Context: an optimization exercise on an open-source flow, tuned for small area, a short achievable clock period and few clock cycles per item. The choices shown serve that exercise and are no tape-out recipe.
In this exercise RTL edits were held to simulation tests only and were not proved equivalent to the original.

==> flow/design.v <==
module IOTDF (input clk, input rst, input in_en, input [7:0] iot_in, input [2:0] fn_sel,
              output busy, output valid, output [127:0] iot_out);
    function [3:0] s1;
        input [5:0] x;
        case (x)
            6'd0: s1 = 4'd14;
            6'd1: s1 = 4'd0;
            6'd2: s1 = 4'd4;
            6'd3: s1 = 4'd15;
            6'd4: s1 = 4'd13;
            6'd5: s1 = 4'd7;
            6'd6: s1 = 4'd1;
            6'd7: s1 = 4'd4;
            6'd8: s1 = 4'd2;
            6'd9: s1 = 4'd14;
            6'd10: s1 = 4'd15;
            6'd11: s1 = 4'd2;
            6'd12: s1 = 4'd11;
            6'd13: s1 = 4'd13;
            6'd14: s1 = 4'd8;
            6'd15: s1 = 4'd1;
            6'd16: s1 = 4'd3;
            6'd17: s1 = 4'd10;
            6'd18: s1 = 4'd10;
            6'd19: s1 = 4'd6;
            6'd20: s1 = 4'd6;
            6'd21: s1 = 4'd12;
            6'd22: s1 = 4'd12;
            6'd23: s1 = 4'd11;
            6'd24: s1 = 4'd5;
            6'd25: s1 = 4'd9;
            6'd26: s1 = 4'd9;
            6'd27: s1 = 4'd5;
            6'd28: s1 = 4'd0;
            6'd29: s1 = 4'd3;
            6'd30: s1 = 4'd7;
            6'd31: s1 = 4'd8;
            6'd32: s1 = 4'd4;
            6'd33: s1 = 4'd15;
            6'd34: s1 = 4'd1;
            6'd35: s1 = 4'd12;
            6'd36: s1 = 4'd14;
            6'd37: s1 = 4'd8;
            6'd38: s1 = 4'd8;
            6'd39: s1 = 4'd2;
            6'd40: s1 = 4'd13;
            6'd41: s1 = 4'd4;
            6'd42: s1 = 4'd6;
            6'd43: s1 = 4'd9;
            6'd44: s1 = 4'd2;
            6'd45: s1 = 4'd1;
            6'd46: s1 = 4'd11;
            6'd47: s1 = 4'd7;
            6'd48: s1 = 4'd15;
            6'd49: s1 = 4'd5;
            6'd50: s1 = 4'd12;
            6'd51: s1 = 4'd11;
            6'd52: s1 = 4'd9;
            6'd53: s1 = 4'd3;
            6'd54: s1 = 4'd7;
            6'd55: s1 = 4'd14;
            6'd56: s1 = 4'd3;
            6'd57: s1 = 4'd10;
            6'd58: s1 = 4'd10;
            6'd59: s1 = 4'd0;
            6'd60: s1 = 4'd5;
            6'd61: s1 = 4'd6;
            6'd62: s1 = 4'd0;
            6'd63: s1 = 4'd13;
        endcase
    endfunction
    function [3:0] s2;
        input [5:0] x;
        case (x)
            6'd0: s2 = 4'd15;
            6'd1: s2 = 4'd3;
            6'd2: s2 = 4'd1;
            6'd3: s2 = 4'd13;
            6'd4: s2 = 4'd8;
            6'd5: s2 = 4'd4;
            6'd6: s2 = 4'd14;
            6'd7: s2 = 4'd7;
            6'd8: s2 = 4'd6;
            6'd9: s2 = 4'd15;
            6'd10: s2 = 4'd11;
            6'd11: s2 = 4'd2;
            6'd12: s2 = 4'd3;
            6'd13: s2 = 4'd8;
            6'd14: s2 = 4'd4;
            6'd15: s2 = 4'd14;
            6'd16: s2 = 4'd9;
            6'd17: s2 = 4'd12;
            6'd18: s2 = 4'd7;
            6'd19: s2 = 4'd0;
            6'd20: s2 = 4'd2;
            6'd21: s2 = 4'd1;
            6'd22: s2 = 4'd13;
            6'd23: s2 = 4'd10;
            6'd24: s2 = 4'd12;
            6'd25: s2 = 4'd6;
            6'd26: s2 = 4'd0;
            6'd27: s2 = 4'd9;
            6'd28: s2 = 4'd5;
            6'd29: s2 = 4'd11;
            6'd30: s2 = 4'd10;
            6'd31: s2 = 4'd5;
            6'd32: s2 = 4'd0;
            6'd33: s2 = 4'd13;
            6'd34: s2 = 4'd14;
            6'd35: s2 = 4'd8;
            6'd36: s2 = 4'd7;
            6'd37: s2 = 4'd10;
            6'd38: s2 = 4'd11;
            6'd39: s2 = 4'd1;
            6'd40: s2 = 4'd10;
            6'd41: s2 = 4'd3;
            6'd42: s2 = 4'd4;
            6'd43: s2 = 4'd15;
            6'd44: s2 = 4'd13;
            6'd45: s2 = 4'd4;
            6'd46: s2 = 4'd1;
            6'd47: s2 = 4'd2;
            6'd48: s2 = 4'd5;
            6'd49: s2 = 4'd11;
            6'd50: s2 = 4'd8;
            6'd51: s2 = 4'd6;
            6'd52: s2 = 4'd12;
            6'd53: s2 = 4'd7;
            6'd54: s2 = 4'd6;
            6'd55: s2 = 4'd12;
            6'd56: s2 = 4'd9;
            6'd57: s2 = 4'd0;
            6'd58: s2 = 4'd3;
            6'd59: s2 = 4'd5;
            6'd60: s2 = 4'd2;
            6'd61: s2 = 4'd14;
            6'd62: s2 = 4'd15;
            6'd63: s2 = 4'd9;
        endcase
    endfunction
    function [3:0] s3;
        input [5:0] x;
        case (x)
            6'd0: s3 = 4'd10;
            6'd1: s3 = 4'd13;
            6'd2: s3 = 4'd0;
            6'd3: s3 = 4'd7;
            6'd4: s3 = 4'd9;
            6'd5: s3 = 4'd0;
            6'd6: s3 = 4'd14;
            6'd7: s3 = 4'd9;
            6'd8: s3 = 4'd6;
            6'd9: s3 = 4'd3;
            6'd10: s3 = 4'd3;
            6'd11: s3 = 4'd4;
            6'd12: s3 = 4'd15;
            6'd13: s3 = 4'd6;
            6'd14: s3 = 4'd5;
            6'd15: s3 = 4'd10;
            6'd16: s3 = 4'd1;
            6'd17: s3 = 4'd2;
            6'd18: s3 = 4'd13;
            6'd19: s3 = 4'd8;
            6'd20: s3 = 4'd12;
            6'd21: s3 = 4'd5;
            6'd22: s3 = 4'd7;
            6'd23: s3 = 4'd14;
            6'd24: s3 = 4'd11;
            6'd25: s3 = 4'd12;
            6'd26: s3 = 4'd4;
            6'd27: s3 = 4'd11;
            6'd28: s3 = 4'd2;
            6'd29: s3 = 4'd15;
            6'd30: s3 = 4'd8;
            6'd31: s3 = 4'd1;
            6'd32: s3 = 4'd13;
            6'd33: s3 = 4'd1;
            6'd34: s3 = 4'd6;
            6'd35: s3 = 4'd10;
            6'd36: s3 = 4'd4;
            6'd37: s3 = 4'd13;
            6'd38: s3 = 4'd9;
            6'd39: s3 = 4'd0;
            6'd40: s3 = 4'd8;
            6'd41: s3 = 4'd6;
            6'd42: s3 = 4'd15;
            6'd43: s3 = 4'd9;
            6'd44: s3 = 4'd3;
            6'd45: s3 = 4'd8;
            6'd46: s3 = 4'd0;
            6'd47: s3 = 4'd7;
            6'd48: s3 = 4'd11;
            6'd49: s3 = 4'd4;
            6'd50: s3 = 4'd1;
            6'd51: s3 = 4'd15;
            6'd52: s3 = 4'd2;
            6'd53: s3 = 4'd14;
            6'd54: s3 = 4'd12;
            6'd55: s3 = 4'd3;
            6'd56: s3 = 4'd5;
            6'd57: s3 = 4'd11;
            6'd58: s3 = 4'd10;
            6'd59: s3 = 4'd5;
            6'd60: s3 = 4'd14;
            6'd61: s3 = 4'd2;
            6'd62: s3 = 4'd7;
            6'd63: s3 = 4'd12;
        endcase
    endfunction
    function [3:0] s4;
        input [5:0] x;
        case (x)
            6'd0: s4 = 4'd7;
            6'd1: s4 = 4'd13;
            6'd2: s4 = 4'd13;
            6'd3: s4 = 4'd8;
            6'd4: s4 = 4'd14;
            6'd5: s4 = 4'd11;
            6'd6: s4 = 4'd3;
            6'd7: s4 = 4'd5;
            6'd8: s4 = 4'd0;
            6'd9: s4 = 4'd6;
            6'd10: s4 = 4'd6;
            6'd11: s4 = 4'd15;
            6'd12: s4 = 4'd9;
            6'd13: s4 = 4'd0;
            6'd14: s4 = 4'd10;
            6'd15: s4 = 4'd3;
            6'd16: s4 = 4'd1;
            6'd17: s4 = 4'd4;
            6'd18: s4 = 4'd2;
            6'd19: s4 = 4'd7;
            6'd20: s4 = 4'd8;
            6'd21: s4 = 4'd2;
            6'd22: s4 = 4'd5;
            6'd23: s4 = 4'd12;
            6'd24: s4 = 4'd11;
            6'd25: s4 = 4'd1;
            6'd26: s4 = 4'd12;
            6'd27: s4 = 4'd10;
            6'd28: s4 = 4'd4;
            6'd29: s4 = 4'd14;
            6'd30: s4 = 4'd15;
            6'd31: s4 = 4'd9;
            6'd32: s4 = 4'd10;
            6'd33: s4 = 4'd3;
            6'd34: s4 = 4'd6;
            6'd35: s4 = 4'd15;
            6'd36: s4 = 4'd9;
            6'd37: s4 = 4'd0;
            6'd38: s4 = 4'd0;
            6'd39: s4 = 4'd6;
            6'd40: s4 = 4'd12;
            6'd41: s4 = 4'd10;
            6'd42: s4 = 4'd11;
            6'd43: s4 = 4'd1;
            6'd44: s4 = 4'd7;
            6'd45: s4 = 4'd13;
            6'd46: s4 = 4'd13;
            6'd47: s4 = 4'd8;
            6'd48: s4 = 4'd15;
            6'd49: s4 = 4'd9;
            6'd50: s4 = 4'd1;
            6'd51: s4 = 4'd4;
            6'd52: s4 = 4'd3;
            6'd53: s4 = 4'd5;
            6'd54: s4 = 4'd14;
            6'd55: s4 = 4'd11;
            6'd56: s4 = 4'd5;
            6'd57: s4 = 4'd12;
            6'd58: s4 = 4'd2;
            6'd59: s4 = 4'd7;
            6'd60: s4 = 4'd8;
            6'd61: s4 = 4'd2;
            6'd62: s4 = 4'd4;
            6'd63: s4 = 4'd14;
        endcase
    endfunction
    function [3:0] s5;
        input [5:0] x;
        case (x)
            6'd0: s5 = 4'd2;
            6'd1: s5 = 4'd14;
            6'd2: s5 = 4'd12;
            6'd3: s5 = 4'd11;
            6'd4: s5 = 4'd4;
            6'd5: s5 = 4'd2;
            6'd6: s5 = 4'd1;
            6'd7: s5 = 4'd12;
            6'd8: s5 = 4'd7;
            6'd9: s5 = 4'd4;
            6'd10: s5 = 4'd10;
            6'd11: s5 = 4'd7;
            6'd12: s5 = 4'd11;
            6'd13: s5 = 4'd13;
            6'd14: s5 = 4'd6;
            6'd15: s5 = 4'd1;
            6'd16: s5 = 4'd8;
            6'd17: s5 = 4'd5;
            6'd18: s5 = 4'd5;
            6'd19: s5 = 4'd0;
            6'd20: s5 = 4'd3;
            6'd21: s5 = 4'd15;
            6'd22: s5 = 4'd15;
            6'd23: s5 = 4'd10;
            6'd24: s5 = 4'd13;
            6'd25: s5 = 4'd3;
            6'd26: s5 = 4'd0;
            6'd27: s5 = 4'd9;
            6'd28: s5 = 4'd14;
            6'd29: s5 = 4'd8;
            6'd30: s5 = 4'd9;
            6'd31: s5 = 4'd6;
            6'd32: s5 = 4'd4;
            6'd33: s5 = 4'd11;
            6'd34: s5 = 4'd2;
            6'd35: s5 = 4'd8;
            6'd36: s5 = 4'd1;
            6'd37: s5 = 4'd12;
            6'd38: s5 = 4'd11;
            6'd39: s5 = 4'd7;
            6'd40: s5 = 4'd10;
            6'd41: s5 = 4'd1;
            6'd42: s5 = 4'd13;
            6'd43: s5 = 4'd14;
            6'd44: s5 = 4'd7;
            6'd45: s5 = 4'd2;
            6'd46: s5 = 4'd8;
            6'd47: s5 = 4'd13;
            6'd48: s5 = 4'd15;
            6'd49: s5 = 4'd6;
            6'd50: s5 = 4'd9;
            6'd51: s5 = 4'd15;
            6'd52: s5 = 4'd12;
            6'd53: s5 = 4'd0;
            6'd54: s5 = 4'd5;
            6'd55: s5 = 4'd9;
            6'd56: s5 = 4'd6;
            6'd57: s5 = 4'd10;
            6'd58: s5 = 4'd3;
            6'd59: s5 = 4'd4;
            6'd60: s5 = 4'd0;
            6'd61: s5 = 4'd5;
            6'd62: s5 = 4'd14;
            6'd63: s5 = 4'd3;
        endcase
    endfunction
    function [3:0] s6;
        input [5:0] x;
        case (x)
            6'd0: s6 = 4'd12;
            6'd1: s6 = 4'd10;
            6'd2: s6 = 4'd1;
            6'd3: s6 = 4'd15;
            6'd4: s6 = 4'd10;
            6'd5: s6 = 4'd4;
            6'd6: s6 = 4'd15;
            6'd7: s6 = 4'd2;
            6'd8: s6 = 4'd9;
            6'd9: s6 = 4'd7;
            6'd10: s6 = 4'd2;
            6'd11: s6 = 4'd12;
            6'd12: s6 = 4'd6;
            6'd13: s6 = 4'd9;
            6'd14: s6 = 4'd8;
            6'd15: s6 = 4'd5;
            6'd16: s6 = 4'd0;
            6'd17: s6 = 4'd6;
            6'd18: s6 = 4'd13;
            6'd19: s6 = 4'd1;
            6'd20: s6 = 4'd3;
            6'd21: s6 = 4'd13;
            6'd22: s6 = 4'd4;
            6'd23: s6 = 4'd14;
            6'd24: s6 = 4'd14;
            6'd25: s6 = 4'd0;
            6'd26: s6 = 4'd7;
            6'd27: s6 = 4'd11;
            6'd28: s6 = 4'd5;
            6'd29: s6 = 4'd3;
            6'd30: s6 = 4'd11;
            6'd31: s6 = 4'd8;
            6'd32: s6 = 4'd9;
            6'd33: s6 = 4'd4;
            6'd34: s6 = 4'd14;
            6'd35: s6 = 4'd3;
            6'd36: s6 = 4'd15;
            6'd37: s6 = 4'd2;
            6'd38: s6 = 4'd5;
            6'd39: s6 = 4'd12;
            6'd40: s6 = 4'd2;
            6'd41: s6 = 4'd9;
            6'd42: s6 = 4'd8;
            6'd43: s6 = 4'd5;
            6'd44: s6 = 4'd12;
            6'd45: s6 = 4'd15;
            6'd46: s6 = 4'd3;
            6'd47: s6 = 4'd10;
            6'd48: s6 = 4'd7;
            6'd49: s6 = 4'd11;
            6'd50: s6 = 4'd0;
            6'd51: s6 = 4'd14;
            6'd52: s6 = 4'd4;
            6'd53: s6 = 4'd1;
            6'd54: s6 = 4'd10;
            6'd55: s6 = 4'd7;
            6'd56: s6 = 4'd1;
            6'd57: s6 = 4'd6;
            6'd58: s6 = 4'd13;
            6'd59: s6 = 4'd0;
            6'd60: s6 = 4'd11;
            6'd61: s6 = 4'd8;
            6'd62: s6 = 4'd6;
            6'd63: s6 = 4'd13;
        endcase
    endfunction
    function [3:0] s7;
        input [5:0] x;
        case (x)
            6'd0: s7 = 4'd4;
            6'd1: s7 = 4'd13;
            6'd2: s7 = 4'd11;
            6'd3: s7 = 4'd0;
            6'd4: s7 = 4'd2;
            6'd5: s7 = 4'd11;
            6'd6: s7 = 4'd14;
            6'd7: s7 = 4'd7;
            6'd8: s7 = 4'd15;
            6'd9: s7 = 4'd4;
            6'd10: s7 = 4'd0;
            6'd11: s7 = 4'd9;
            6'd12: s7 = 4'd8;
            6'd13: s7 = 4'd1;
            6'd14: s7 = 4'd13;
            6'd15: s7 = 4'd10;
            6'd16: s7 = 4'd3;
            6'd17: s7 = 4'd14;
            6'd18: s7 = 4'd12;
            6'd19: s7 = 4'd3;
            6'd20: s7 = 4'd9;
            6'd21: s7 = 4'd5;
            6'd22: s7 = 4'd7;
            6'd23: s7 = 4'd12;
            6'd24: s7 = 4'd5;
            6'd25: s7 = 4'd2;
            6'd26: s7 = 4'd10;
            6'd27: s7 = 4'd15;
            6'd28: s7 = 4'd6;
            6'd29: s7 = 4'd8;
            6'd30: s7 = 4'd1;
            6'd31: s7 = 4'd6;
            6'd32: s7 = 4'd1;
            6'd33: s7 = 4'd6;
            6'd34: s7 = 4'd4;
            6'd35: s7 = 4'd11;
            6'd36: s7 = 4'd11;
            6'd37: s7 = 4'd13;
            6'd38: s7 = 4'd13;
            6'd39: s7 = 4'd8;
            6'd40: s7 = 4'd12;
            6'd41: s7 = 4'd1;
            6'd42: s7 = 4'd3;
            6'd43: s7 = 4'd4;
            6'd44: s7 = 4'd7;
            6'd45: s7 = 4'd10;
            6'd46: s7 = 4'd14;
            6'd47: s7 = 4'd7;
            6'd48: s7 = 4'd10;
            6'd49: s7 = 4'd9;
            6'd50: s7 = 4'd15;
            6'd51: s7 = 4'd5;
            6'd52: s7 = 4'd6;
            6'd53: s7 = 4'd0;
            6'd54: s7 = 4'd8;
            6'd55: s7 = 4'd15;
            6'd56: s7 = 4'd0;
            6'd57: s7 = 4'd14;
            6'd58: s7 = 4'd5;
            6'd59: s7 = 4'd2;
            6'd60: s7 = 4'd9;
            6'd61: s7 = 4'd3;
            6'd62: s7 = 4'd2;
            6'd63: s7 = 4'd12;
        endcase
    endfunction
    function [3:0] s8;
        input [5:0] x;
        case (x)
            6'd0: s8 = 4'd13;
            6'd1: s8 = 4'd1;
            6'd2: s8 = 4'd2;
            6'd3: s8 = 4'd15;
            6'd4: s8 = 4'd8;
            6'd5: s8 = 4'd13;
            6'd6: s8 = 4'd4;
            6'd7: s8 = 4'd8;
            6'd8: s8 = 4'd6;
            6'd9: s8 = 4'd10;
            6'd10: s8 = 4'd15;
            6'd11: s8 = 4'd3;
            6'd12: s8 = 4'd11;
            6'd13: s8 = 4'd7;
            6'd14: s8 = 4'd1;
            6'd15: s8 = 4'd4;
            6'd16: s8 = 4'd10;
            6'd17: s8 = 4'd12;
            6'd18: s8 = 4'd9;
            6'd19: s8 = 4'd5;
            6'd20: s8 = 4'd3;
            6'd21: s8 = 4'd6;
            6'd22: s8 = 4'd14;
            6'd23: s8 = 4'd11;
            6'd24: s8 = 4'd5;
            6'd25: s8 = 4'd0;
            6'd26: s8 = 4'd0;
            6'd27: s8 = 4'd14;
            6'd28: s8 = 4'd12;
            6'd29: s8 = 4'd9;
            6'd30: s8 = 4'd7;
            6'd31: s8 = 4'd2;
            6'd32: s8 = 4'd7;
            6'd33: s8 = 4'd2;
            6'd34: s8 = 4'd11;
            6'd35: s8 = 4'd1;
            6'd36: s8 = 4'd4;
            6'd37: s8 = 4'd14;
            6'd38: s8 = 4'd1;
            6'd39: s8 = 4'd7;
            6'd40: s8 = 4'd9;
            6'd41: s8 = 4'd4;
            6'd42: s8 = 4'd12;
            6'd43: s8 = 4'd10;
            6'd44: s8 = 4'd14;
            6'd45: s8 = 4'd8;
            6'd46: s8 = 4'd2;
            6'd47: s8 = 4'd13;
            6'd48: s8 = 4'd0;
            6'd49: s8 = 4'd15;
            6'd50: s8 = 4'd6;
            6'd51: s8 = 4'd12;
            6'd52: s8 = 4'd10;
            6'd53: s8 = 4'd9;
            6'd54: s8 = 4'd13;
            6'd55: s8 = 4'd0;
            6'd56: s8 = 4'd15;
            6'd57: s8 = 4'd3;
            6'd58: s8 = 4'd3;
            6'd59: s8 = 4'd5;
            6'd60: s8 = 4'd5;
            6'd61: s8 = 4'd6;
            6'd62: s8 = 4'd8;
            6'd63: s8 = 4'd11;
        endcase
    endfunction
    function [55:0] pc1;
        input [63:0] k;
        pc1 = {k[7], k[15], k[23], k[31], k[39], k[47], k[55], k[63], k[6], k[14], k[22], k[30], k[38], k[46], k[54], k[62], k[5], k[13], k[21], k[29], k[37], k[45], k[53], k[61], k[4], k[12], k[20], k[28], k[1], k[9], k[17], k[25], k[33], k[41], k[49], k[57], k[2], k[10], k[18], k[26], k[34], k[42], k[50], k[58], k[3], k[11], k[19], k[27], k[35], k[43], k[51], k[59], k[36], k[44], k[52], k[60]};
    endfunction
    function [63:0] ipc1;
        input [55:0] cd;
        input [7:0] p;
        ipc1 = {cd[48], cd[40], cd[32], cd[0], cd[4], cd[12], cd[20], p[7], cd[49], cd[41], cd[33], cd[1], cd[5], cd[13], cd[21], p[6], cd[50], cd[42], cd[34], cd[2], cd[6], cd[14], cd[22], p[5], cd[51], cd[43], cd[35], cd[3], cd[7], cd[15], cd[23], p[4], cd[52], cd[44], cd[36], cd[28], cd[8], cd[16], cd[24], p[3], cd[53], cd[45], cd[37], cd[29], cd[9], cd[17], cd[25], p[2], cd[54], cd[46], cd[38], cd[30], cd[10], cd[18], cd[26], p[1], cd[55], cd[47], cd[39], cd[31], cd[11], cd[19], cd[27], p[0]};
    endfunction
    function [47:0] pc2;
        input [55:0] x;
        pc2 = {x[42], x[39], x[45], x[32], x[55], x[51], x[53], x[28], x[41], x[50], x[35], x[46], x[33], x[37], x[44], x[52], x[30], x[48], x[40], x[49], x[29], x[36], x[43], x[54], x[15], x[4], x[25], x[19], x[9], x[1], x[26], x[16], x[5], x[11], x[23], x[8], x[12], x[7], x[17], x[0], x[22], x[3], x[10], x[14], x[6], x[20], x[27], x[24]};
    endfunction
    function [63:0] ip;
        input [63:0] p;
        ip = {p[6], p[14], p[22], p[30], p[38], p[46], p[54], p[62], p[4], p[12], p[20], p[28], p[36], p[44], p[52], p[60], p[2], p[10], p[18], p[26], p[34], p[42], p[50], p[58], p[0], p[8], p[16], p[24], p[32], p[40], p[48], p[56], p[7], p[15], p[23], p[31], p[39], p[47], p[55], p[63], p[5], p[13], p[21], p[29], p[37], p[45], p[53], p[61], p[3], p[11], p[19], p[27], p[35], p[43], p[51], p[59], p[1], p[9], p[17], p[25], p[33], p[41], p[49], p[57]};
    endfunction
    function [63:0] fp;
        input [63:0] x;
        fp = {x[24], x[56], x[16], x[48], x[8], x[40], x[0], x[32], x[25], x[57], x[17], x[49], x[9], x[41], x[1], x[33], x[26], x[58], x[18], x[50], x[10], x[42], x[2], x[34], x[27], x[59], x[19], x[51], x[11], x[43], x[3], x[35], x[28], x[60], x[20], x[52], x[12], x[44], x[4], x[36], x[29], x[61], x[21], x[53], x[13], x[45], x[5], x[37], x[30], x[62], x[22], x[54], x[14], x[46], x[6], x[38], x[31], x[63], x[23], x[55], x[15], x[47], x[7], x[39]};
    endfunction
    function [47:0] e;
        input [31:0] x;
        e = {x[0], x[31], x[30], x[29], x[28], x[27], x[28], x[27], x[26], x[25], x[24], x[23], x[24], x[23], x[22], x[21], x[20], x[19], x[20], x[19], x[18], x[17], x[16], x[15], x[16], x[15], x[14], x[13], x[12], x[11], x[12], x[11], x[10], x[9], x[8], x[7], x[8], x[7], x[6], x[5], x[4], x[3], x[4], x[3], x[2], x[1], x[0], x[31]};
    endfunction
    function [31:0] pp;
        input [31:0] x;
        pp = {x[16], x[25], x[12], x[11], x[3], x[20], x[4], x[15], x[31], x[17], x[9], x[6], x[27], x[14], x[1], x[22], x[30], x[24], x[8], x[18], x[0], x[5], x[29], x[23], x[13], x[19], x[2], x[26], x[10], x[21], x[28], x[7]};
    endfunction
    function [2:0] crc8;
        input [2:0] r;
        input [7:0] d;
        integer i;
        reg [2:0] c;
        reg fb;
        begin
            c = r;
            for (i = 7; i >= 0; i = i - 1) begin
                fb = c[2] ^ d[i];
                c = {c[1], c[0] ^ fb, fb};
            end
            crc8 = c;
        end
    endfunction
    function [7:0] g2b;
        input c;
        input [7:0] g;
        integer i;
        reg b;
        begin
            b = c;
            for (i = 7; i >= 0; i = i - 1) begin
                b = b ^ g[i];
                g2b[i] = b;
            end
        end
    endfunction
    reg         busy_r, valid_r;
    reg [3:0]   cnt;         
    reg         m_des, m_enc;    
    reg         plsb;        
    reg [127:0] O;           
    reg         act;         
    reg [3:0]   rc;          
    reg [31:0]  Lr, Rr;
    reg [27:0]  Cr, Dr;
    reg [7:0]   P;           
    assign busy = busy_r;
    assign valid = valid_r;
    assign iot_out = O;
    wire [127:0] blk   = {O[119:0], iot_in};       
    wire         first = (cnt == 4'd0);
    wire         last  = in_en & (cnt == 4'd15);
    wire         load  = last & m_des;
    wire         copy  = act & (rc == 4'd0);
    wire [55:0]  cd0 = pc1(blk[127:64]);
    wire [47:0]  K   = pc2({Cr, Dr});
    wire [47:0]  sx  = e(Rr) ^ K;
    wire [31:0]  so  = {s1(sx[47:42]), s2(sx[41:36]), s3(sx[35:30]), s4(sx[29:24]),
                        s5(sx[23:18]), s6(sx[17:12]), s7(sx[11:6]), s8(sx[5:0])};
    wire [31:0]  Rn  = Lr ^ pp(so);
    wire [63:0]  des_out = fp({Rn, Rr});
    wire [55:0]  cd_key  = m_enc ? {Cr, Dr} : {Cr[0], Cr[27:1], Dr[0], Dr[27:1]};
    wire [63:0]  key_out = ipc1(cd_key, P);
    wire         amt1 = (rc == 4'd1) | (rc == 4'd8) | (rc == 4'd15);
    wire         f_crc = (fn_sel == 3'd3);
    wire         f_b2g = (fn_sel == 3'd4);
    wire         f_g2b = (fn_sel == 3'd5);
    wire         c_in = ~first & (f_g2b ? O[0] : plsb);
    wire [2:0]   crc_in = first ? 3'd0 : O[2:0];
    reg  [7:0]   byte_in;
    always @(*) begin
        if (f_crc)      byte_in = {5'd0, crc8(crc_in, iot_in)};
        else if (f_b2g) byte_in = iot_in ^ {c_in, iot_in[7:1]};
        else if (f_g2b) byte_in = g2b(c_in, iot_in);
        else            byte_in = iot_in;
    end
    wire busy_n = ~(in_en & (cnt == 4'd14)) &
                  (load | (act & ~((rc == 4'd0) | (rc == 4'd15))));
    wire valid_n = (last & ~m_des) | copy;
    always @(posedge clk or posedge rst) begin
        if (rst) begin
            busy_r <= 1'b0; valid_r <= 1'b0;
            cnt <= 4'd0;
            act <= 1'b0;
        end else begin
            busy_r <= busy_n; valid_r <= valid_n;
            if (in_en) cnt <= cnt + 4'd1;
            if (load) act <= 1'b1;
            else if (copy) act <= 1'b0;
        end
    end
    always @(posedge clk) begin
        plsb <= iot_in[0];
        m_des <= (fn_sel == 3'd1) | (fn_sel == 3'd2);
        m_enc <= (fn_sel == 3'd1);
        rc <= load ? 4'd1 : rc + 4'd1;
        if (copy) O <= {key_out, des_out};
        else O <= {O[119:8], O[7:3], O[2:0] & {3{~f_crc}}, byte_in};
        if (load) begin
            {Lr, Rr} <= ip(blk[63:0]);
            {Cr, Dr} <= m_enc ? {cd0[54:28], cd0[55], cd0[26:0], cd0[27]} : cd0;
            P <= {blk[120], blk[112], blk[104], blk[96], blk[88], blk[80], blk[72], blk[64]};
        end else begin
            Lr <= Rr;
            Rr <= Rn;
            if (m_enc) begin
                if (amt1) {Cr, Dr} <= {Cr[26:0], Cr[27], Dr[26:0], Dr[27]};
                else      {Cr, Dr} <= {Cr[25:0], Cr[27:26], Dr[25:0], Dr[27:26]};
            end else begin
                if (amt1) {Cr, Dr} <= {Cr[0], Cr[27:1], Dr[0], Dr[27:1]};
                else      {Cr, Dr} <= {Cr[1:0], Cr[27:2], Dr[1:0], Dr[27:2]};
            end
        end
    end
endmodule
==> flow/flow/run.sh <==
#!/bin/bash
# Standard ORFS layout (the standard.sh, standard synthesis), with the
# port buffers made of sky130_fd_sc_hd__buf_1 instead of the resizer's default pick.
set -uo pipefail
export BUFFER_PORTS_ARGS="-buffer_cell sky130_fd_sc_hd__buf_1"
bash standard.sh > standard_flow.log 2>&1
==> flow/standard.sh <==
#!/bin/bash
# synth_recipe.tcl (not shown) runs the flow's synth.tcl, then flattens the netlist and writes it again
# the make line also repeats each setting of config.mk as NAME=value (left out here)
make -C /OpenROAD-flow-scripts/flow DESIGN_CONFIG=/design/flow/config.mk WORK_HOME=/design/flow/orfs CLKGATE_MAP_FILE= SYNTH_SCRIPT=/design/flow/synth_recipe.tcl "${@:-finish}"
==> flow/config.mk <==
export PLATFORM = sky130hd
export DESIGN_NAME = IOTDF
export DESIGN_NICKNAME = IOTDF
export VERILOG_FILES = /design/flow/design.v
export SDC_FILE = /design/flow/constraint.sdc
export NUM_CORES = 4
export LEC_CHECK = 0
export ABC_AREA = 1
export ABC_CLOCK_PERIOD_IN_PS = 2150
export CAP_MARGIN = 20
export CORE_MARGIN = 2
export CORE_UTILIZATION = 40
export SETUP_SLACK_MARGIN = 2.35
export SLEW_MARGIN = 20
==> flow/constraint.sdc <==
create_clock -name core_clock -period 4.5 [get_ports {clk}]
set_input_delay 0.9000 -clock core_clock [delete_from_list [all_inputs] [get_ports {clk}]]
set_output_delay 0.9000 -clock core_clock [all_outputs]
set_load 0.01 [all_outputs]
==> results.toml, run 1 <==
[clocking]
clock_insertion_delay_worst_skew_ns = 0.60
clock_sinks = 270
cts_tree = "yes"
cts_hold_buf = 0
clockBufferDepth = 3
numCtsBuffers = 31
clkTransAtPathRegs_ns = 0.07
root_buffer = "clkbuf_16"
cts_max_level = 1

[global_routing]
grt_pass1_vias = 16000
grt_max_degree = 163
grt_usage_pct = 26.2
antenna_found_initial = 0
grt_pass1_wl_um = 91300
overflow = 0

[setup_path]
cp_slowest_cell = "dfxtp_4"
start_kind = "flip-flop"
endpoint_kind = "flip-flop"
slowest_delay_ns = 0.38
cp_data_arrival_time_ns = 2.68
cpLargestDelayFamily = "compound AO/OA/AOI/OAI gates"
crit_top_cell = "o21ai_1"
crit_buf_inv = 2
crit_fanout = 4
path_cells = "xnor2_4 -> inv_2 -> ha_4 -> inv_4 -> nand2_4 -> nand2_2 -> o211ai_1 -> o21ai_1 -> o21ai_2 -> xor2_1 -> nand2_1 -> o21ai_1"
crit_required_ns = 5.01
criticalPathCategory = "reg2reg"

[finish]
final_cell_count_no_fill = 3245
nets = 2766
layout-drive-gt1-share_pct = 19.4
area_delta_synth_final_pct = 27.5

[yosys]
yosys.area_share.simple_pct = 32.1
synthFlopType = "dfxtp_1"
synth-edff-count = 8
syn-instance-count = 2499
synth.area.mux_share_pct = 0
synthesis.area_um2 = 16600
avgSynthCellArea_um2 = 6.65
synth_compound_area_share_pct = 17.2
synth_cell_types = 48
yosysSeqAreaShare_pct = 33.2
synthesis.nets = 2575
synth_top_family_by_area = "simple AND/OR/NAND/NOR gates"
yosysWarnings = 1
synth_fa_ha_area_share_pct = 4.67
ys_seq_elements = 270
yosys.area_share.xor_xnor_pct = 4.67
async_flop_share_pct = 2.59

[timing]
hold_violations = 0
setup_viol = 0
fin_skew_ns = 0.0260
setup_tns_ns = 0
fmaxAchievable_ghz = 0.461
fin_crit_ns = 2.17
max_slew_margin_pct = 31.6
tightest_slew_ns = 1.02
period_share_pct = 48.2
hold_ws_ns = 0.193
rsz0062_at_grt = "yes"
final_max_slew_viol_count = 0

[drt]
wl_per_cell_um = 19.1
ant_nets = 0
viasPerCell = 5.62
drtIter0Drc = 1763
wl_um = 62100
drcViolationCount = 0
vias = 18200
first_pass_iters = 6

[floorplan]
start_util_pct = 40.6
dieArea_um2 = 43200
rows = 74
die_h_um = 208
die_w_um = 208
ioPinCount = 144
coreArea_um2 = 40900

[placed_design]
portBuffers = 143
place_congestion = 0.965
hpwl_um = 41800
dp.cells = 3053

[run]
drv_cap = 0

[min_path]
hold_path_class = "in2async"

[run_status]
status = "complete, no violations"
[layout by cell type (no fill, tap or decap), types with 17 or more instances in the layout]
cell,count
a21oi_1,35
buf_1,136
buf_4,107
buf_6,22
clkbuf_16,37
dfxtp_1,192
dfxtp_2,29
dfxtp_4,34
ha_1,39
ha_4,17
inv_1,148
inv_2,35
nand2_1,679
nand2_2,55
nand2_4,19
nand3_1,325
nor2_1,158
o211ai_1,81
o21ai_0,184
o21ai_1,56
o21ai_2,22
o31ai_1,55
xnor2_4,25
[final timing paths]
| path | start | endpoint | slack [ns] | depth (start not counted) |
|---|---|---|---|---|
| max | Cr[7] | O[10] | 2.33 | 12 |
| min | rst | cnt[1] | 0.19 | 2 |
| max reg2reg | Cr[7] | O[10] | 2.33 | 12 |
| min reg2reg | P[5] | O[104] | 0.44 | 2 |
| max in group asynchronous | rst | cnt[2] | 4.08 | 2 |
| min in group core_clock | P[5] | O[104] | 0.44 | 2 |
[registers in the layout, indices dropped and copies added (netlist names)]
signal / count
Cr: 28
Dr: 28
rc: 4
m_des: 1
Rr: 32
cnt: 4
busy_r: 1
O: 128
m_enc: 1
P: 8
valid_r: 1
act: 1
Lr: 32
plsb: 1
[through the flow]
| stage | setup WS (ns) | utilization (%) | instance area (um2) |
|---|---|---|---|
| 2_1_floorplan | 2.29 | - | 16700 |
| 3_3_place_gp | 1.64 | 42.5 | 17400 |
| 3_5_place_dp | 1.57 | 42.5 | 17400 |
| 4_1_cts | 2.31 | 48.0 | 19600 |
| 5_1_grt | 2.21 | 51.8 | 21200 |
| 6_report | 2.33 | 51.8 | 21200 |
[Yosys cell counts, drive strengths merged, types with 3 or more instances]
master   instances  share of area (%)
a21o             5               0.23
a21oi           40                1.2
a31oi            7               0.26
buf             58                2.0
clkbuf          73                1.6
dfrtp            7                1.1
dfxtp          255                 31
edfxtp           8                1.4
ha              62                4.7
inv            202                4.6
nand2          752                 17
nand3          337                 10
nand3b           3               0.14
nand4            3               0.11
nor2           174                4.0
nor3             3              0.090
o2111ai          4               0.21
o211ai          82                3.7
o21ai          263                8.0
o221ai           8               0.42
o22ai           10               0.38
o31ai           55                2.5
or2              9               0.34
xnor2           46                3.1
xor2            25                1.6
[cell families after synthesis]
| group | Yosys count |
|---|---|
| AOI/OAI and AO/OA | 480 |
| xor gates and xnor gates | 71 |
| and+or+nand+nor | 1283 |
| DFF | 270 |
| buffers and inverters | 333 |
| adders and majority gates | 62 |
[timing repair]
| action | 4_1_cts | 5_1_grt |
|---|---|---|
| cloned | 1 | 8 |
| setup endpoints to repair | 219 | 192 |
| buffers inserted | 58 | 69 |
| gates resized for setup | 216 | 256 |
| pin swaps | 44 | 110 |
[per-layer routing]
metal	wire length (um)	GRT usage, %
met3	4310	3.11
met5	0	0
met2	27800	41.0
met4	1860	6.51
met1	28100	38.4
[layout make-up]
cell class	instances	area [um2]
repair buffers	287	1930
diodes	1	2.50
clock inverters	9	118
well taps	532	666
inverters	202	841
repair inverters	1	7.51
clock buffers	46	882
fillers	4026	19700
flip-flops and latches	270	5680
multi-input cells	1897	11100
[worst reg2reg max path: cells and delay by family (launching register included)]
family,cells,cell delay [ns]
flops,1,0.38
compound gates,4,0.55
xor+xnor,2,0.48
fa+ha+maj,1,0.32
simple gates,3,0.18
buf+inv,2,0.16
Testbench counts, summed over its fixed seeds: cycles 8,100, items 480.
==> run 2: changes to the inputs <==
--- a/flow/config.mk
+++ b/flow/config.mk
@@ -11,4 +11,7 @@
 export CORE_MARGIN = 2
 export CORE_UTILIZATION = 40
+export CTS_BUF_LIST = sky130_fd_sc_hd__clkbuf_8
+export CTS_CLUSTER_DIAMETER = 60
+export CTS_CLUSTER_SIZE = 14
 export SETUP_SLACK_MARGIN = 2.35
 export SLEW_MARGIN = 20
==> run 2 against run 1 <==
  * Still clean on timing, DRC and antenna
  * Hold slack got worse by 0.043 ns
  * Design area decreased by 1.2%
  * Critical endpoint is now Rr[28]
  * Largest cell class unchanged
==> results.toml, run 2 <==
[run_status]
status = "complete, no violations"

[placed_design]
portBuffers = 143
placed_area_um2 = 17400
hpwl_um = 41800
place_congestion = 0.965

[global_routing]
grt_usage_pct = 26.2
grt_pass1_vias = 15900
met2_usage_pct = 41.1
antenna_found_initial = 0
grtUsageMet1_pct = 38.2
grt_util_met3_pct = 3.46
grt_max_degree = 163
top_usage_layer = "met2"
overflow = 0
grt_pass1_wl_um = 91000

[timing]
fmaxAchievable_ghz = 0.451
setup_viol = 0
period_share_pct = 49.3
setup_tns_ns = 0
max_slew_margin_pct = 51.9
hold_violations = 0
fin_crit_ns = 2.22
tightest_slew_ns = 0.716
final_max_slew_viol_count = 0
fin_skew_ns = 0.0501
rsz0062_at_grt = "yes"

[clocking]
clock_insertion_delay_worst_skew_ns = 0.64
clkTransAtPathRegs_ns = 0.09
cts_tree = "yes"
cts_hold_buf = 0
cts_max_level = 1
numCtsBuffers = 28
clockBufferDepth = 3
root_buffer = "clkbuf_8"
clock_sinks = 270

[setup_path]
crit_buf_inv = 1
cp_data_arrival_time_ns = 2.76
crit_fanout = 6
ff2ff_path_depth = 13
criticalPathCategory = "reg2reg"
cp_slowest_cell = "dfxtp_4"
cpLargestDelayFamily = "XOR/XNOR gates"
start_kind = "flip-flop"
path_cells = "xnor2_4 -> buf_4 -> ha_2 -> nor2_4 -> o21ai_2 -> nand2_1 -> nand2_1 -> nand2_1 -> o21ai_2 -> o21ai_2 -> xnor2_2 -> nand2_1 -> o21ai_1"
crit_cells = 13
endpoint_kind = "flip-flop"
crit_required_ns = 5.04
slowest_delay_ns = 0.39
crit_top_cell = "nand2_1"

[finish]
nets = 2772
final_cell_mix = "nand2_1 (671), nand3_1 (324), o21ai_0 (177)"
fin_area_um2 = 21000
layout-drive-gt1-share_pct = 22.3
reg.largest.list = "O: 128 flops, Lr: 32 flops, Rr: 32 flops"
largest_register_ffs = 128
num_antenna_cells = 0
mostFrequentLayoutCell = "nand2_1"
area_delta_synth_final_pct = 26.0
top_register = "O"

[drt]
drcViolationCount = 0
drtIter0Drc = 2010
first_pass_iters = 5
vias = 18300
wl_um = 62200
wl_per_cell_um = 19.2
viasPerCell = 5.63
ant_nets = 0

[yosys]
syn-instance-count = 2499
avgSynthCellArea_um2 = 6.65
synth-edff-count = 8
synthesis.area_um2 = 16600
yosysWarnings = 1
synthesis.nets = 2575
synth_area_leaders = "dfxtp_1 (31%), nand2_1 (17%), nand3_1 (10%), o21ai_0 (6.9%), ha_1 (4.7%)"
synth_cell_types = 48
synthFlopType = "dfxtp_1"
async_flop_share_pct = 2.59
synth_top_area_share_pct = 30.7
ys_seq_elements = 270
yosysSeqAreaShare_pct = 33.2
synth_common_cells = "nand2_1 (742), nand3_1 (335), dfxtp_1 (255), o21ai_0 (230), inv_1 (182)"
synth_most_common_cell = "nand2_1"
synth_area_leader_cell = "dfxtp_1"

[floorplan]
ioPinCount = 144
start_util_pct = 40.6
die_w_um = 208
dieArea_um2 = 43200
coreArea_um2 = 40900
rows = 74
die_h_um = 208

[run]
drv_cap = 0

[min_path]
hold_path_class = "in2async"
run 2: worst paths after layout:
path	from	end	slack, ns
hold / removal	rst	cnt[1]	0.15
setup / recovery	Dr[8]	Rr[28]	2.28
max in group asynchronous	rst	act	4.12
hold reg to reg	rc[0]	rc[0]	0.43
min in group core_clock	rc[0]	rc[0]	0.43
setup reg to reg	Dr[8]	Rr[28]	2.28
run 2: area by class of cell:
| class | instances | area [um2] |
|---|---|---|
| Clock buffer | 32 | 440 |
| Clock inverter | 16 | 139 |
| Fill cell | 4034 | 20000 |
| Inverter | 202 | 838 |
| Multi-Input combinational cell | 1898 | 11100 |
| Sequential cell | 270 | 5750 |
| Tap cell | 532 | 666 |
| Timing Repair Buffer | 295 | 1990 |
| Timing Repair inverter | 1 | 7.51 |
run 2: cells by family after synthesis:
logic type,after synthesis,synth area share [%]
and+or+nand+nor,1283,32.1
AOI/OAI and AO/OA,480,17.2
buffers and inverters,333,8.22
DFF,270,33.2
xor gates and xnor gates,71,4.67
adders and majority gates,62,4.67
run 2: what timing repair did:
item | in CTS | in global routing
gates cloned | 1 | 7
buffers inserted | 64 | 73
gates resized for setup | 275 | 288
pin swaps | 45 | 125
setup endpoints to repair | 260 | 216
run 2: stage by stage:
step	setup WS, ns	utilization, %	hold slack [ns]	std cells
after floorplan	2.29	-	0.413	2499
after global placement	1.64	42.5	0.425	3053
after detailed placement	1.57	42.5	0.435	3053
after CTS	2.30	47.3	0.134	3166
after global routing	2.17	51.2	0.176	3246
final	2.28	51.2	0.151	3246
run 2: routing by layer:
layer / vias up / share of wire, %
li1: 8729 / -
met1: 8610 / 45
met2: 825 / 45
met3: 96 / 7.3
met4: 0 / 2.8
met5: - / 0
==> run 3: changes to the inputs <==
--- a/flow/config.mk
+++ b/flow/config.mk
@@ -7,5 +7,5 @@
 export LEC_CHECK = 0
 export ABC_AREA = 1
-export ABC_CLOCK_PERIOD_IN_PS = 2150
+export ABC_CLOCK_PERIOD_IN_PS = 2300
 export CAP_MARGIN = 20
 export CORE_MARGIN = 2
@@ -14,4 +14,4 @@
 export CTS_CLUSTER_DIAMETER = 60
 export CTS_CLUSTER_SIZE = 14
-export SETUP_SLACK_MARGIN = 2.35
+export SETUP_SLACK_MARGIN = 2.2
 export SLEW_MARGIN = 20
==> run 3 against run 2 <==
  * Utilization decreased by 3.1 points
  * Critical endpoint is now O[20]
  * Sequential share of layout area increased by 1.2 points
  * Register-to-register slack got worse by 0.05 ns
  * First-iteration DRC count increased by 1.4%
  * Die area unchanged
  * Wire length decreased by 5.4%
  * Design area decreased by 6.0%
  * Hold slack improved by 0.0096 ns
  * Global-route usage decreased by 0.72 points
  * Flip-flop and latch count unchanged
  * Cell count decreased by 1.4%
  * Highest routed layer unchanged
==> results.toml, run 3 <==
[timing]
fin_crit_ns = 2.27
fin_ws_ns = 2.23
period_share_pct = 50.4
final_max_slew_viol_count = 0
rsz0062_at_grt = "yes"
hold_violations = 0
max_slew_margin_pct = 35.7
setup_viol = 0
setup_tns_ns = 0
fin_skew_ns = 0.0289
tightest_slew_ns = 0.954
hold_ws_ns = 0.160
fmaxAchievable_ghz = 0.441

[clocking]
clock_sinks = 270
root_buffer = "clkbuf_8"
clockBufferDepth = 3
numCtsBuffers = 30
cts_max_level = 1
clkTransAtPathRegs_ns = 0.09
cts_tree = "yes"
clock_insertion_delay_worst_skew_ns = 0.64

[setup_path]
crit_fanout = 4
path_cells = "xnor2_2 -> buf_6 -> inv_2 -> ha_4 -> inv_2 -> nand2_4 -> nand2_2 -> o211ai_1 -> o21ai_2 -> nand2_1 -> nand2_2 -> xnor2_2 -> nand2_1 -> nand2_2"
rrSetupSlack_ns = 2.23
r2r_end = "O[20]"
crit_top_cell = "nand2_2"
crit_required_ns = 5.06
ff2ff_path_depth = 14
cpLargestDelayFamily = "simple AND/OR/NAND/NOR gates"
start_kind = "flip-flop"
r2r-start = "Rr[7]"
cp_slowest_cell = "dfxtp_4"
crit_buf_inv = 3
endpoint_kind = "flip-flop"
criticalPathCategory = "reg2reg"
cp_data_arrival_time_ns = 2.82
slowest_delay_ns = 0.38

[drt]
wl_um = 58900
vias = 17700
wl_per_cell_um = 18.4
viasPerCell = 5.52
drtIter0Drc = 2038
drcViolationCount = 0
first_pass_iters = 6
ant_nets = 0

[placed_design]
hpwl_um = 41700
dp.cells = 3058
portBuffers = 143
place_congestion = 0.934
dp_slack_ns = 1.55
placed_area_um2 = 17400

[global_routing]
grt_usage_pct = 25.5
overflow = 0
antenna_found_initial = 0
grt_pass1_wl_um = 88800
grt_max_degree = 163
grt_pass1_vias = 15700

[yosys]
synth_area_leader_cell = "dfxtp_1"
synthesis.nets = 2575
synth_most_common_cell = "nand2_1"
synth-edff-count = 8
syn-instance-count = 2499
ys_seq_elements = 270
yosysWarnings = 1
avgSynthCellArea_um2 = 6.65
synth_common_cells = "nand2_1 (742), nand3_1 (335), dfxtp_1 (255), o21ai_0 (230), inv_1 (182)"
async_flop_share_pct = 2.59
synth_cell_types = 48
synth_area_leaders = "dfxtp_1 (31%), nand2_1 (17%), nand3_1 (10%), o21ai_0 (6.9%), ha_1 (4.7%)"
synthFlopType = "dfxtp_1"
synth_top_area_share_pct = 30.7
synthesis.area_um2 = 16600
yosysSeqAreaShare_pct = 33.2

[floorplan]
coreArea_um2 = 40900
die_w_um = 208
die_h_um = 208
rows = 74
start_util_pct = 40.6
ioPinCount = 144
dieArea_um2 = 43200

[finish]
mostFrequentLayoutCell = "nand2_1"
final_util_pct = 48.1
area_delta_synth_final_pct = 18.5
top_register = "O"
layout-drive-gt1-share_pct = 13.7
final_cell_count_no_fill = 3201
nets = 2722
reg.largest.list = "O: 128 flops, Lr: 32 flops, Rr: 32 flops"
fin_area_um2 = 19700
num_antenna_cells = 0
final_cell_mix = "nand2_1 (714), nand3_1 (332), o21ai_0 (214)"
largest_register_ffs = 128

[run_status]
status = "complete, no violations"

[min_path]
hold_path_class = "in2async"

[run]
drv_cap = 0
[run 3: cell types whose count changed in the layout (fill, tap and decap cells not counted), moves of 28 or more]
cell	change
o21ai_0	+37
dfxtp_2	-52
nand2_2	-30
nand2_1	+43
dfxtp_1	+62
buf_4	-29
o21ai_1	-28
[run 3: worst max path at each step]
| stage | slack (ns) | startpoint | depth (start not counted) | to |
|---|---|---|---|---|
| after floorplan | 2.22 | Rr[11] | 14 | O[0] |
| after global placement | 1.59 | in_en | 7 | Rr[7] |
| after detailed placement | 1.55 | in_en | 7 | Rr[7] |
| after CTS | 2.19 | Rr[8] | 12 | Rr[21] |
| after global routing | 2.14 | Rr[15] | 13 | Rr[12] |
| final | 2.23 | Rr[7] | 14 | O[20] |
[run 3: area by class of cell]
type,count,area (um2)
Inverter,202,815
Clock inverter,13,109
Clock buffer,42,578
Sequential cell,270,5650
Tap cell,532,666
Multi-Input combinational cell,1897,10500
Timing Repair Buffer,243,1400
Fill cell,4208,21200
Timing Repair inverter,2,12.5
[run 3: kinds of logic (layout without fill, tap and decap cells)]
family	count (synthesis)	in the layout	share of synthesized area, %
buffers and inverters	333	502	8.22
flip-flops	270	270	33.2
adder cells (fa/ha/maj)	62	62	4.67
AND/OR/NAND/NOR	1283	1284	32.1
XOR/XNOR	71	71	4.67
AO/OA/AOI/OAI	480	480	17.2
[run 3: what timing repair did]
| action | 4_1_cts | 5_1_grt |
|---|---|---|
| gates cloned | 1 | 3 |
| setup endpoints to repair | 198 | 107 |
| setup buffers | 23 | 61 |
| hold buffers | 0 | 0 |
| gates resized for setup | 103 | 150 |
| pin swaps | 18 | 54 |
[run 3: layer usage]
metal / share of wire (%) / global-route usage (%)
met4: 2.8 / 7.75
met3: 8.0 / 4.12
met2: 45 / 39.3
met5: 0 / 0
met1: 44 / 36.3
[run 3: worst reg2reg max path: cells and delay by family, from the launching register on]
kind | cells | cell delay [ns]
flops | 1 | 0.38
xor+xnor | 2 | 0.39
buf+inv | 3 | 0.28
simple gates | 6 | 0.53
fa+ha+maj | 1 | 0.29
compound gates | 2 | 0.33
==> run 4: changes to the inputs <==
--- a/flow/config.mk
+++ b/flow/config.mk
@@ -10,5 +10,5 @@
 export CAP_MARGIN = 20
 export CORE_MARGIN = 2
-export CORE_UTILIZATION = 40
+export CORE_UTILIZATION = 50
 export CTS_BUF_LIST = sky130_fd_sc_hd__clkbuf_8
 export CTS_CLUSTER_DIAMETER = 60
==> run 4 against run 3 <==
  * Still clean
  * Maximum frequency is 0.81% lower
  * Critical path depth is 13 lower
  * Synthesized area unchanged
  * Synthesized cell count did not move
  * Sequential share of layout area is 0.44 points higher
  * Wire length is 4.7% lower
  * Clock skew increased by 0.030 ns
  * Hold slack gained 0.0056 ns
==> results.toml, run 4 <==
[clocking]
cts_max_level = 1
clockBufferDepth = 3
root_buffer = "clkbuf_8"
cts_hold_buf = 0
numCtsBuffers = 27
cts_tree = "yes"
clock_sinks = 270
clock_insertion_delay_worst_skew_ns = 0.64
clkTransAtPathRegs_ns = 0.10

[finish]
area_delta_synth_final_pct = 16.5
nFillCells = 3109
mostFrequentLayoutCell = "nand2_1"
largest_register_ffs = 128
final_cell_count_no_fill = 3083
top_register = "O"
layout-drive-gt1-share_pct = 12.1
final_cell_mix = "nand2_1 (721), nand3_1 (332), o21ai_0 (219)"
regArea_um2 = 5640
reg.largest.list = "O: 128 flops, Lr: 32 flops, Rr: 32 flops"
nets = 2702
multi_input_area_um2 = 10500
fin_area_um2 = 19400
num_antenna_cells = 0

[run]
drv_cap = 0

[floorplan]
die_h_um = 186
ioPinCount = 144
rows = 66
die_w_um = 186
dieArea_um2 = 34700
coreArea_um2 = 32600
start_util_pct = 51.0

[timing]
tightest_slew_ns = 0.959
rsz0062_at_grt = "yes"
hold_ws_ns = 0.166
max_slew_margin_pct = 36.1
fin_crit_ns = 2.28
setup_tns_ns = 0
period_share_pct = 50.8
fmaxAchievable_ghz = 0.438
setup_viol = 0
hold_violations = 0
final_max_slew_viol_count = 0
fin_skew_ns = 0.0584

[drt]
first_pass_iters = 6
vias = 17700
drtIter0Drc = 2123
wl_um = 56100
viasPerCell = 5.75
wl_per_cell_um = 18.2
ant_nets = 0
drcViolationCount = 0

[setup_path]
crit_required_ns = 3.60
cp_slowest_cell = "dfxtp_1"
start_kind = "flip-flop"
crit_fanout = 4
crit_buf_inv = 1
r2r-start = "Cr[13]"
path_cells = "buf_1"
r2r_end = "Rr[4]"
endpoint_kind = "output pin"
criticalPathCategory = "reg2out"
ff2ff_path_depth = 9
rrSetupSlack_ns = 2.22
slowest_delay_ns = 0.58
cpLargestDelayFamily = "flip-flops"
cp_data_arrival_time_ns = 1.38

[yosys]
ys_seq_elements = 270
synthesis.nets = 2575
synth-edff-count = 8
synth_top_family_by_area = "simple AND/OR/NAND/NOR gates"
yosys.area_share.simple_pct = 32.1
syn-instance-count = 2499
yosysWarnings = 1
synth.area.mux_share_pct = 0
synth_top_area_share_pct = 30.7
synth_area_leader_cell = "dfxtp_1"
synth_compound_area_share_pct = 17.2
yosys.area_share.xor_xnor_pct = 4.67
synthesis.area_um2 = 16600
avgSynthCellArea_um2 = 6.65
yosysSeqAreaShare_pct = 33.2
synth_cell_types = 48
synthFlopType = "dfxtp_1"
synth_most_common_cell = "nand2_1"
async_flop_share_pct = 2.59
synth_common_cells = "nand2_1 (742), nand3_1 (335), dfxtp_1 (255), o21ai_0 (230), inv_1 (182)"
synth_fa_ha_area_share_pct = 4.67
synth_area_leaders = "dfxtp_1 (31%), nand2_1 (17%), nand3_1 (10%), o21ai_0 (6.9%), ha_1 (4.7%)"

[placed_design]
hpwl_um = 40100
dp.cells = 2965
portBuffers = 143
place_congestion = 0.946
placed_area_um2 = 17300

[run_status]
status = "complete, no violations"

[global_routing]
antenna_found_initial = 0
grt_usage_pct = 30.3
grt_max_degree = 98
overflow = 0
grt_pass1_vias = 15500
grt_pass1_wl_um = 85500

[min_path]
hold_path_class = "in2async"
run 4: kinds of logic after synthesis:
group,Yosys count
buffers and inverters,333
XOR/XNOR,71
AND/OR/NAND/NOR,1283
AO/OA/AOI/OAI,480
adder cells (fa/ha/maj),62
flip-flops,270
run 4: metal layers:
layer | vias to the layer above | GRT usage (%) | wire (um)
met5 | - | 0 | 0
met4 | 0 | 7.60 | 1450
met3 | 88 | 3.54 | 4410
met2 | 846 | 48.2 | 25200
met1 | 8220 | 43.6 | 25100
li1 | 8562 | - | -
run 4: layout make-up:
class / count / share of cell area, %
Timing Repair inverter: 1 / 0.0258
Inverter: 202 / 4.13
Clock inverter: 14 / 0.808
Clock buffer: 30 / 2.13
Multi-Input combinational cell: 1897 / 54.1
Sequential cell: 270 / 29.1
Tap cell: 442 / 2.86
Timing Repair Buffer: 227 / 6.85
run 4: worst max path at each step:
stage	from	end	slack (ns)	depth (start not counted)
2_1_floorplan	Rr[11]	O[0]	2.22	14
3_3_place_gp	Rr[11]	Rr[7]	1.41	8
3_5_place_dp	Rr[11]	Rr[7]	1.46	8
4_1_cts	Rr[7]	Rr[21]	2.21	13
5_1_grt	Cr[18]	Rr[14]	2.11	12
6_report	O[62]	iot_out[62]	2.22	1
run 4: through the flow:
stage / setup slack (ns) / utilization (%)
after global placement: 1.41 / 52.9
after detailed placement: 1.46 / 52.9
final: 2.22 / 59.4
after global routing: 2.11 / 59.4
after CTS: 2.21 / 56.9
after floorplan: 2.22 / -
run 4: timing repair:
action | 4_1_cts | 5_1_grt
setup buffers | 26 | 45
pin swaps | 17 | 31
setup endpoints to repair | 143 | 125
gates resized for setup | 103 | 121
gates cloned | 0 | 3
==> run 5: changes to the inputs <==
--- a/flow/config.mk
+++ b/flow/config.mk
@@ -10,5 +10,5 @@
 export CAP_MARGIN = 20
 export CORE_MARGIN = 2
-export CORE_UTILIZATION = 50
+export CORE_UTILIZATION = 22
 export CTS_BUF_LIST = sky130_fd_sc_hd__clkbuf_8
 export CTS_CLUSTER_DIAMETER = 60
==> run 5 against run 4 <==
  * Still clean on timing, DRC and antenna
  * Synthesized cell count unchanged
  * Design area increased by 3.7%
  * Critical endpoint is now Rr[23]
==> results.toml, run 5 <==
[drt]
wl_um = 62700
vias = 17600
drtIter0Drc = 1815
first_pass_iters = 5
drcViolationCount = 0
viasPerCell = 4.85
ant_nets = 0
wl_per_cell_um = 17.3

[global_routing]
grt_max_degree = 119
overflow = 0
antenna_found_initial = 2
grt_pass1_wl_um = 93400
grt_usage_pct = 15.1
grt_pass1_vias = 15700

[yosys]
syn-instance-count = 2499
synthFlopType = "dfxtp_1"
avgSynthCellArea_um2 = 6.65
synth_area_leader_cell = "dfxtp_1"
synth_common_cells = "nand2_1 (742), nand3_1 (335), dfxtp_1 (255), o21ai_0 (230), inv_1 (182)"
synth-edff-count = 8
synthesis.area_um2 = 16600
synth_cell_types = 48
async_flop_share_pct = 2.59
yosysWarnings = 1
synth_most_common_cell = "nand2_1"
synth_top_area_share_pct = 30.7
ys_seq_elements = 270
yosysSeqAreaShare_pct = 33.2
synth_area_leaders = "dfxtp_1 (31%), nand2_1 (17%), nand3_1 (10%), o21ai_0 (6.9%), ha_1 (4.7%)"
synthesis.nets = 2575

[clocking]
numCtsBuffers = 27
clock_insertion_delay_worst_skew_ns = 0.63
cts_hold_buf = 0
root_buffer = "clkbuf_8"
clock_sinks = 270
clockBufferDepth = 3
cts_tree = "yes"
clkTransAtPathRegs_ns = 0.09
cts_max_level = 1

[finish]
top_register = "O"
area_delta_synth_final_pct = 20.7
largest_register_ffs = 128
nFillCells = 8134
layout-drive-gt1-share_pct = 13.4
reg.largest.list = "O: 128 flops, Lr: 32 flops, Rr: 32 flops"
final_util_pct = 26.9
nets = 2726
final_cell_mix = "nand2_1 (715), nand3_1 (332), dfxtp_1 (210)"
mostFrequentLayoutCell = "nand2_1"

[timing]
final_max_slew_viol_count = 0
tightest_slew_ns = 0.927
max_slew_margin_pct = 38.2
rsz0062_at_grt = "yes"
hold_violations = 0
fin_skew_ns = 0.0408
setup_viol = 0
period_share_pct = 50.4
fin_crit_ns = 2.27
setup_tns_ns = 0
fmaxAchievable_ghz = 0.441

[run]
drv_cap = 0

[placed_design]
hpwl_um = 45600
portBuffers = 143
place_congestion = 0.935

[setup_path]
rrSetupSlack_ns = 2.23
crit_buf_inv = 4
endpoint_kind = "flip-flop"
crit_fanout = 5
cp_data_arrival_time_ns = 2.76
slowest_delay_ns = 0.38
cp_slowest_cell = "dfxtp_4"
criticalPathCategory = "reg2reg"
cpLargestDelayFamily = "buffers and inverters"
start_kind = "flip-flop"
crit_required_ns = 4.99
path_cells = "xnor2_1 -> buf_4 -> clkinvlp_4 -> buf_12 -> ha_1 -> nand2_2 -> inv_1 -> o21ai_0 -> nand3_1 -> nand3_1 -> nand2_1 -> xnor2_2 -> nand2_1 -> o21ai_0"

[run_status]
status = "complete, no violations"

[floorplan]
rows = 100
start_util_pct = 22.3
ioPinCount = 144
coreArea_um2 = 74700
die_h_um = 279
dieArea_um2 = 77800
die_w_um = 279

[min_path]
hold_path_class = "in2async"
run 5: cell counts after synthesis:
No cell type changed its count.
run 5: cells by family after synthesis:
kind of cell	share of synthesized area [%]
compound gates	17.2
xor+xnor	4.67
fa+ha+maj	4.67
buf+inv	8.22
flops	33.2
simple gates	32.1
run 5: timing repair:
| action | 4_1_cts | 5_1_grt |
|---|---|---|
| buffers inserted | 32 | 56 |
| endpoints found under the setup margin | 147 | 152 |
| cloned | 1 | 3 |
| pin swaps | 15 | 40 |
| resized for setup | 101 | 145 |
run 5: routing by layer:
layer,global-route usage (%),part of all wire [%],vias to the layer above
met1,20.8,44,8199
met2,23.7,44,710
li1,-,-,8614
met5,0,0,-
met4,4.63,3.2,0
met3,2.86,7.9,93
run 5: path summary, 6_finish.rpt:
check | startpoint | cells past startpoint | to
min | rst | 2 | valid_r
min reg2reg | P[2] | 2 | O[80]
max reg2reg | Rr[28] | 14 | Rr[23]
min in group core_clock | P[2] | 2 | O[80]
max | Rr[28] | 14 | Rr[23]
max in group asynchronous | rst | 2 | cnt[0]
run 5: metrics by stage:
step | cells | hold WS (ns) | area [um2] | setup WS, ns
CTS | 3574 | 0.155 | 19100 | 2.12
global placement | 3498 | 0.425 | 18000 | 1.65
floorplan | 2499 | 0.413 | 16600 | 2.22
global route | 3633 | 0.190 | 20100 | 2.09
finish | 3634 | 0.176 | 20100 | 2.23
detailed placement | 3498 | 0.432 | 18000 | 1.65
run 5: layout make-up:
class                      instances  area (um2)  area share (%)
clock inverter                    16         128           0.636
inverter                         202         831            4.14
multi-input combinational       1897       10400            51.9
clock buffer                      27         372            1.85
sequential                       270        5650            28.1
timing repair buffer             250        1450            7.20
tap                              969        1210            6.04
timing repair inverter             2        12.5          0.0623
antenna                            1        2.50          0.0125

[afterwards: timing with drivers on the ports]
No port has a modelled driver above. Below, the same layouts with a new extraction and two added sets of constraints. Step 1, drivers: a clkbuf_16 drives clk and a buf_2 each remaining input, both assumed. Step 2 times the ports against the registers' clock, not the clock port: input delays grow and output delays shrink by t, the midpoint of the rising clock arrivals with the driver on. Three values: ideal, step 1, step 2; two values: the first two.
run | t, ns | setup WS [ns] | hold slack, ns | pins driven straight from the clock port
run 1 | 0.647 | 2.332 / 2.305 / 1.859 | 0.193 / 0.153 / 0.444 | 1
run 2 | 0.666 | 2.281 / 2.281 / 1.907 | 0.151 / 0.118 / 0.432 | 1
run 3 | 0.677 | 2.234 / 2.225 / 1.778 | 0.160 / 0.128 / 0.447 | 1
run 4 | 0.664 | 2.215 / 2.164 / 1.837 | 0.166 / 0.134 / 0.452 | 1
run 5 | 0.668 | 2.232 / 2.193 / 1.788 | 0.176 / 0.149 / 0.451 | 1
After both steps every run listed still meets setup and hold. For run 1, which loses most, drivers alone change the setup slack by -0.027 ns; drivers and shift together by -0.473 ns.
